What follows belongs to an exercise in optimizing a design on an open flow for small area; a production flow would make more cautious choices.
No functional check of the RTL was part of this run.
Power figures rest on the tool's default switching activity, not on a simulated workload.

<file path="design.v">
`timescale 1ns / 1ps
 `timescale 1ns / 1ps
module request_update (
	input	[31:0] di,
	input	re,	
	input	we,
	input	clk,
	input   rst,
	output	we_n,
	output	re_n,
	output	[8'd3-1:0]	r_adr,
	output	[8'd3-1:0]	w_adr,
	output  r_err,
	output  w_err,
	output  [31:0] data_out
);  
	wire full,empty;
	assign  we_n  = (we & (~full) & (~rst)) | (we & re & full);
	assign  re_n  = re & (~empty)& (~rst);
	assign  w_err  = we & (full);
	assign  r_err  = re & (empty);
	address_update  lut1(
	.clk	(clk),
	.rst	(rst),
	.re		(re),	
	.we		(we),
	.empty	(empty),
	.full	(full),
	.r_adr	(r_adr),
	.w_adr	(w_adr)
	);
	assign data_out  = di;
endmodule
module address_update (
	input   clk,
	input   rst,
	input	re,	
	input	we,
	output  empty,
	output	full,
	output	[8'd3-1:0] r_adr,
	output	[8'd3-1:0] w_adr
);
	reg  [8'd3:0] rd_addr;
	reg  [8'd3:0] wr_addr;
	reg  [3:0] count;
	assign  full  = (rd_addr[8'd3] ^ wr_addr[8'd3]) & (rd_addr[8'd3-1:0]==wr_addr[8'd3-1:0]);
	assign	empty = (rd_addr == wr_addr);
	always @(posedge clk ) begin
		if(rst) begin
			rd_addr <= 4'b0;
		end
		else if(re & ~empty ) begin
			rd_addr <= rd_addr +1'b1;
		end
	end
	always @(posedge clk ) begin
		if(rst) begin
			wr_addr <= 4'b0;
		end
		else if((we & ~full)|(we & re & full)) begin
			wr_addr <= wr_addr +1'b1;
		end
	end
	assign r_adr = rd_addr[8'd3-1:0];
	assign w_adr = wr_addr[8'd3-1:0];
endmodule
 `timescale 1ns / 1ps
module mem_ctr    (
	input	clk,
	input	rst,
	input	WE_N,
	input	RE_N,
	input	[8'd3-1:0] R_ADR,
	input	[8'd3-1:0] W_ADR,
	input	[31:0] DI,
 	output 	ENABLE_0,
	output	WE_0,
	output	[8'd3-2:0] A_0,
	output	[31:0] DI_0,
 	output 	ENABLE_1,
	output	WE_1,
	output	[8'd3-2:0] A_1,
	output	[31:0] DI_1
);
	wire	R_bit, W_bit;
	wire	[8'd3-2:0] R_A;
	wire	[8'd3-2:0] W_A;
	wire	CONFLICT;
	reg		W_bit_D;
	reg		[8'd3-2:0] W_A_D;
	reg		[31:0] DI_D; 	
	reg		flag;
	assign  {R_A,R_bit} = R_ADR;
	assign  {W_A,W_bit} = W_ADR;
	assign	CONFLICT = (RE_N & WE_N )&&(R_bit ^~ W_bit ) ? 1'b1 : 1'b0;
	always @(posedge clk ) begin
		if(rst) begin
			W_bit_D <= 1'b0 ;
			W_A_D	<= 31'b0 ;
			DI_D	<= 31'b0	;
			flag	<= 1'b0 ;
		end
		else if (CONFLICT) begin
			W_bit_D <= W_bit ;
			W_A_D	<= W_A   ;
			DI_D	<= DI	 ;
			flag	<= 1'b1 ;
		end
		else begin
			flag <= 1'b0;
		end
	end
	assign  ENABLE_0 = (RE_N & ~R_bit) | (WE_N & ~W_bit) | (flag & ~W_bit_D) ;
	assign  ENABLE_1 = (RE_N &  R_bit) | (WE_N &  W_bit) | (flag &  W_bit_D) ;
	assign	WE_0 = (~ (RE_N & ~R_bit) ) & ( WE_N & ~W_bit) | (flag & ~W_bit_D) ;
	assign	WE_1 = (~ (RE_N &  R_bit) ) & ( WE_N &  W_bit) | (flag &  W_bit_D) ;
	assign	A_0  = (RE_N & ~R_bit)   ? R_A   :
				   (flag & ~W_bit_D) ? W_A_D :
				   (WE_N & ~W_bit) 	 ? W_A   :
				   					   R_A   ;
	assign	A_1  = (RE_N & R_bit)   ? R_A   :
				   (flag & W_bit_D) ? W_A_D :
				   (WE_N & W_bit)   ? W_A   :
				   					  R_A   ;
	assign  DI_0 = (flag & ~W_bit_D ) ? DI_D:
				   (WE_N & ~W_bit)    ? DI  : 
									    DI_D;
	assign  DI_1 = (flag & W_bit_D )  ? DI_D:
				   (WE_N & W_bit)     ? DI  :
									    DI_D;
endmodule
 `timescale 1ns / 1ps
module single_port_ram (
	input clk,
	input rst,
	input ena,
	input wea,
	input	[31:0]	din,
	input	[8'd3-2:0] addr,
	output reg [31:0]	dout,
	output reg read_valid
);
	parameter  num = 32'b1<<8'd3;
	reg [31:0] ram[num-1:0];
	integer i;
	always @(posedge clk ) begin
		if(rst) begin
			for (i = 0;i<num ;i=i+1 ) begin
				ram[i] <= 32'b0;
			end
			dout <= 32'b0;			
			read_valid <=1'b0;
		end
		else if (ena && wea) begin
			ram[addr] <= din;
			read_valid <= 1'b0;
		end 
		else if (ena && ~wea) begin
			dout <= ram[addr];
			read_valid <=1'b1;
		end
		else
			read_valid <=1'b0;
	end
endmodule
 `timescale 1ns / 1ps
module fifo (
	input [31:0] DI,
	input	RE,
	input	WE,
	input   clk,
	input	rst,
	output	[31:0] res,
	output	read_valid,
	output	r_err,
	output	w_err
);
	wire	we_n;
	wire	re_n;
	wire	[8'd3-1:0]  r_adr;
	wire	[8'd3-1:0]  w_adr;	
	wire	[31:0] d_out;
	wire	read_valid_0,read_valid_1;
	request_update update_addr (
		.di		(DI),
		.re		(RE),	
		.we		(WE),
		.clk	(clk),
		.rst	(rst),
		.we_n	(we_n),
		.re_n	(re_n),
		.r_adr	(r_adr),
		.w_adr	(w_adr),
		.r_err	(r_err),
		.w_err	(w_err),
		.data_out (d_out)
	);
	wire	ENABLE_0,ENABLE_1;
	wire	WE_0,WE_1;
	wire	[8'd3-2:0] A_0;
	wire    [31:0] DI_0;
	wire	[8'd3-2:0] A_1;
	wire    [31:0] DI_1;
	wire    [31:0] RAM_0_out,RAM_1_out;
	mem_ctr mem_ctr_1(
		.clk	(clk),
		.rst	(rst),
		.WE_N	(we_n),
		.RE_N	(re_n),
		.R_ADR	(r_adr),
		.W_ADR	(w_adr),
		.DI		(d_out),
 		.ENABLE_0 (ENABLE_0),
		.WE_0	  (WE_0),
		.A_0	  (A_0)	,
		.DI_0	  (DI_0),
 		.ENABLE_1 (ENABLE_1),
		.WE_1	  (WE_1),
		.A_1	  (A_1),
		.DI_1	  (DI_1)
	);
	single_port_ram RAM_0(
		.clk	(clk),
		.rst	(rst),
		.ena	(ENABLE_0),
		.wea	(WE_0),
		.din	(DI_0),
		.addr	(A_0),
		.dout	(RAM_0_out),
		.read_valid (read_valid_0)
	);
	single_port_ram RAM_1(
		.clk	(clk),
		.rst	(rst),
		.ena	(ENABLE_1),
		.wea	(WE_1),
		.din	(DI_1),
		.addr	(A_1),
		.dout	(RAM_1_out),
		.read_valid (read_valid_1)
	);
	res_mux r(
		.clk	(clk),
		.rd_en	(RE),
		.en0	(read_valid_0),
		.en1	(read_valid_1),
		.data0	(RAM_0_out),
		.data1	(RAM_1_out),
		.out	(res),
		.read_valid (read_valid)
	);
endmodule
module res_mux (
	input	clk,
	input	rd_en,
	input 	en0,
	input 	en1,
	input [31:0] data0,
	input [31:0] data1,
	output [31:0] out,
	output read_valid
);
	reg en0_r;
	reg en1_r;
	assign out = (en0 ) ? data0 :
				 (en1 ) ? data1 :
				 	      32'hffffffff;
	assign read_valid = (en0 | en1);
endmodule
</file>
<file path="run.sh">
#!/bin/bash
# synth_recipe.tcl (not shown) runs the flow's synth.tcl, then flattens the netlist and writes it again
# the make line also repeats each setting of config.mk as NAME=value (left out here)
make -C /OpenROAD-flow-scripts/flow DESIGN_CONFIG=/design/flow/config.mk WORK_HOME=/design/flow/orfs CLKGATE_MAP_FILE= SYNTH_SCRIPT=/design/flow/synth_recipe.tcl finish
</file>
<file path="config.mk">
export PLATFORM = sky130hd
export DESIGN_NAME = fifo
export DESIGN_NICKNAME = fifo
export VERILOG_FILES = /design/flow/design.v
export SDC_FILE = /design/flow/constraint.sdc
export NUM_CORES = 4
export LEC_CHECK = 0
export CAP_MARGIN = 20
export CORE_MARGIN = 2
export CORE_UTILIZATION = 40
export SLEW_MARGIN = 20
</file>
<file path="constraint.sdc">
create_clock -name core_clock -period 5.0 [get_ports {clk}]
set_input_delay 1.0000 -clock core_clock [delete_from_list [all_inputs] [get_ports {clk}]]
set_output_delay 1.0000 -clock core_clock [all_outputs]
set_load 0.01 [all_outputs]
</file>
==> summary.md <==
| Metric | Value |
|---|---|
| Most used DFF post-synth | `edfxtp_1` |
| Via count | `10860` |
| Register Area | `9891 um^2` |
| Net Sw Frac | `0.2577` |
| Area of the multi-input gates | `5593 um^2` |
| Seq cells post-synth | `366` |
| RSZ-0062 raised after global routing | `no` |
| R2R Setup Slk | `1080 ps` |
| Hold Path End | `RAM_0.dout[24]` |
| Slew HR | `0.3656` |
| Nets | `1477` |
| Cells after Synth | `1395` |
| # fillers | `3565` |
| Internal power | `5.484 mW` |
| Initial DRC Count | `732` |
| Root Buffer | `clkbuf_16` |
| Netlist Area Pre-Place | `15870 um^2` |
| Critical Path RT | `5170 ps` |
| Syn Nets | `1433` |
| Cts bufs inserted | `40` |
| TritonCTS clock tree | `done` |
| Yosys top cell by area | `edfxtp_1` |
| Largest net degree at the start of global routing | `46` |
| Area growth syn-to-layout | `16.15%` |
| Start of the worst register-to-register path | `update_addr.lut1.rd_addr[0]` |
| Routed WL | `42810 um` |
| Postcts setup bufs | `0` |
| Pwr Density | `400.8 nW/um^2` |
| Ys async rst share | `0` |
| Placed insts | `1915` |
| Reg2Reg Depth | `8` |
| # hold bufs at CTS | `0` |
| IO Pins | `71` |
| Reg2reg end | `RAM_0.ram[2][8]` |
| Clk pwr share | `0.394` |
| Ranking of synthesized cells by area | `edfxtp_1, dfxtp_1, mux2i_1` |
| Clock Skew | `15.04 ps` |
| Vias in the first global route | `11090` |
| Max Clk Rate | `255.1 MHz` |
| Initial antenna violation count | `0` |
| Period minus WS final | `3920 ps` |
| H-tree depth | `2` |
| Die Ht | `203.2 um` |
| VDD IR-drop max | `0.2599 mV` |
| Sequential power share | `0.473` |
| Max Fanout on Critical Path | `32` |
| Gpl congestion | `0.8394` |
| DRC | `0` |
| Post-synthesis cell type count | `50` |
| Maximum buffer depth of the clock tree | `3` |
| # setup viols final | `0` |
| CP Cell Sequence | `xor2_1, o41ai_4, nor3_1, nor3b_1, o21ai_0, or3_1, nand2_1, buf_4` |
| Leakage | `6.191 nW` |
| Worst-skew pair later-pin latency | `550 ps` |
| Hold_sp | `RAM_0.dout[24]` |
| Drt pass-1 iters | `5` |
| Kind of start point of the critical path | `register` |
| Slew Viols, Final | `0` |
| Die area | `41280 um^2` |
| Starting Density | `0.4078` |
| Die Wd | `203.2 um` |
| Comb power frac | `0.133` |
| Fraction of layout instances using a drive strength above 1 | `0.09789` |
| Slew @ Worst Pin | `948.2 ps` |
| Worst path arrival time | `4090 ps` |
| Clk sinks | `366` |
| Fin crit share | `0.7840` |
| Slowest stage cell on the critical path | `o41ai_4` |
| Post-DRT Antenna Nets | `0` |
| EDFF count, synth | `256` |
| Number of port buffers | `70` |
| Core Area | `38920 um^2` |
| Hold Path Cell Cnt | `2` |
| First-pass GRT wire length | `66050 um` |
| Non-filler cells, final | `1989` |
| Setup Crit Path Kind | `reg2reg` |
| Synthesized area per cell | `11.38 um^2` |
| Hold Crit Class | `reg2reg` |
| Vias per cell | `5.458` |
| Dpl hpwl | `25630 um` |
| Resize count post-CTS | `0` |
| Slowest stage delay, CP | `680 ps` |
| Tot GR Track Use | `0.2101` |
| Remaining global-route overflow | `0` |
| Run status | `no timing/DRC/antenna violations` |
| Core Rows | `72` |
| Post-synth top area share | `0.4844` |
| Clock transition at the registers of the reported paths | `60 ps` |
| Commonest non-fill, non-tap cell in the layout | `nor2_1` |
| Post-DR wirelength/cell | `21.53 um` |
| Hold Vio Cnt, Final | `0` |
| Number of synthesis warnings | `3` |
| # diodes | `0` |
| Sequential share of the synthesized area | `0.6231` |
| Most frequent cells in the layout | `nor2_1, edfxtp_1, nand2_1, mux2i_1, dfxtp_1` |
| Fin Setup TNS | `0 ps` |
| Max cap viols | `0` |
| P_sw | `1.904 mW` |
| Worst Setup End Kind | `register` |
cells in the mapped netlist (all sizes together), types with 5 or more instances:
master / n
o221ai: 64
or3: 6
nand3: 6
o21ai: 39
xnor2: 5
xor2: 7
clkbuf: 72
nor2b: 34
dfxtp: 110
edfxtp: 256
a21oi: 36
mux2i: 162
nand2: 179
nor2: 307
inv: 7
buf: 30
mux2: 32
worst max-delay path: cells and delay by family, from the launching register on:
kind | cells | cell delay (ps)
flops | 1 | 630
xor+xnor | 1 | 210
simple gates | 4 | 1300
buf+inv | 1 | 490
compound gates | 2 | 910
kinds of logic after synthesis:
kind of cell / count (synthesis) / synth area share
XOR/XNOR: 12 / 0.007096
multiplexers: 194 / 0.1249
AND/OR/NAND/NOR: 553 / 0.1414
AO/OA/AOI/OAI: 159 / 0.07206
adder cells (fa/ha/maj): 2 / 0.001577
buffers and inverters: 109 / 0.02988
flip-flops: 366 / 0.6231
worst max path at each step:
stage | start | endpoint | slack [ps] | cells past startpoint
floorplan | rst | RAM_1.ram[0][0] | 350 | 10
global placement | RE | RAM_0.ram[2][30] | 780 | 8
detailed placement | RE | RAM_0.ram[2][30] | 630 | 8
CTS | update_addr.lut1.rd_addr[0] | RAM_0.ram[2][5] | 1150 | 8
global route | update_addr.lut1.rd_addr[0] | RAM_0.ram[0][8] | 880 | 8
finish | update_addr.lut1.rd_addr[0] | RAM_0.ram[2][8] | 1080 | 8
final cells by class:
type / count / area share
Sequential cell: 366 / 0.5366
Multi-Input combinational cell: 920 / 0.3034
Clock buffer: 61 / 0.06299
Timing Repair Buffer: 104 / 0.05390
Tap cell: 518 / 0.03516
Clock inverter: 13 / 0.006516
Inverter: 7 / 0.001425
routing by layer:
metal | vias to the layer above | wire, um | global-route usage | part of all wire
li1 | 5020 | - | - | -
met1 | 5387 | 17980 | 0.2758 | 0.42
met2 | 374 | 20860 | 0.3584 | 0.49
met3 | 75 | 2800 | 0.03084 | 0.065
met4 | 0 | 1176 | 0.06752 | 0.027
met5 | - | 0 | 0 | 0
power by group through the flow:
stage	Sequential [mW]	Combinational, mW	Clock, mW
2_1_floorplan	3.53	0.588	0
3_3_place_gp	3.55	0.976	0
3_5_place_dp	3.56	0.985	0
4_1_cts	3.50	0.989	2.95
5_1_grt	3.51	1.05	3.07
6_report	3.49	0.980	2.91
stage by stage:
| stage | power, mW | hold slack (ps) | util | instance area [um^2] | setup WS (ps) |
|---|---|---|---|---|---|
| global route | 7.637 | 487.8 | 0.4736 | 18430 | 875.1 |
| global placement | 4.528 | 447.4 | 0.4407 | 17150 | 778.2 |
| detailed placement | 4.545 | 448.6 | 0.4407 | 17150 | 631.1 |
| finish | 7.388 | 468.8 | 0.4736 | 18430 | 1080 |
| floorplan | 4.113 | 433.2 | - | 15870 | 354.8 |
| CTS | 7.437 | 469.2 | 0.4736 | 18430 | 1151 |
flip-flops by register name, summed over array words and instances, names as in the netlist:
| name | cells |
|---|---|
| RAM_1.ram | 128 |
| update_addr.lut1.rd_addr | 4 |
| mem_ctr_1.DI_D | 32 |
| RAM_1.read_valid | 1 |
| mem_ctr_1.W_bit_D | 1 |
| RAM_0.read_valid | 1 |
| mem_ctr_1.W_A_D | 2 |
| RAM_0.ram | 128 |
| RAM_0.dout | 32 |
| RAM_1.dout | 32 |
| update_addr.lut1.wr_addr | 4 |
| mem_ctr_1.flag | 1 |

==> static timing again, ports no longer ideal <==
The flow's constraints put no driver on any port. The routed layout listed below was extracted and timed again, unchanged, in two steps. Step 1 sets driving cells, clkbuf_16 on the clock port and buf_2 on the other inputs (assumed; they add their load-dependent delay and slew). Step 2 also shifts input and output timing later by t, the mid clock arrival at the registers, as if the neighbouring blocks saw the same clock. Slacks: no drivers / after step 1 / after step 2; pairs: no drivers / after step 1.
t, ns: 0.589
setup WS [ns]: 1.080 / 1.080 / 0.525
worst setup path after step 2: input to register
After both steps setup and hold are still met in this run. The setup slack of this run moves by 0.000 ns with the drivers and by -0.555 ns with both steps.
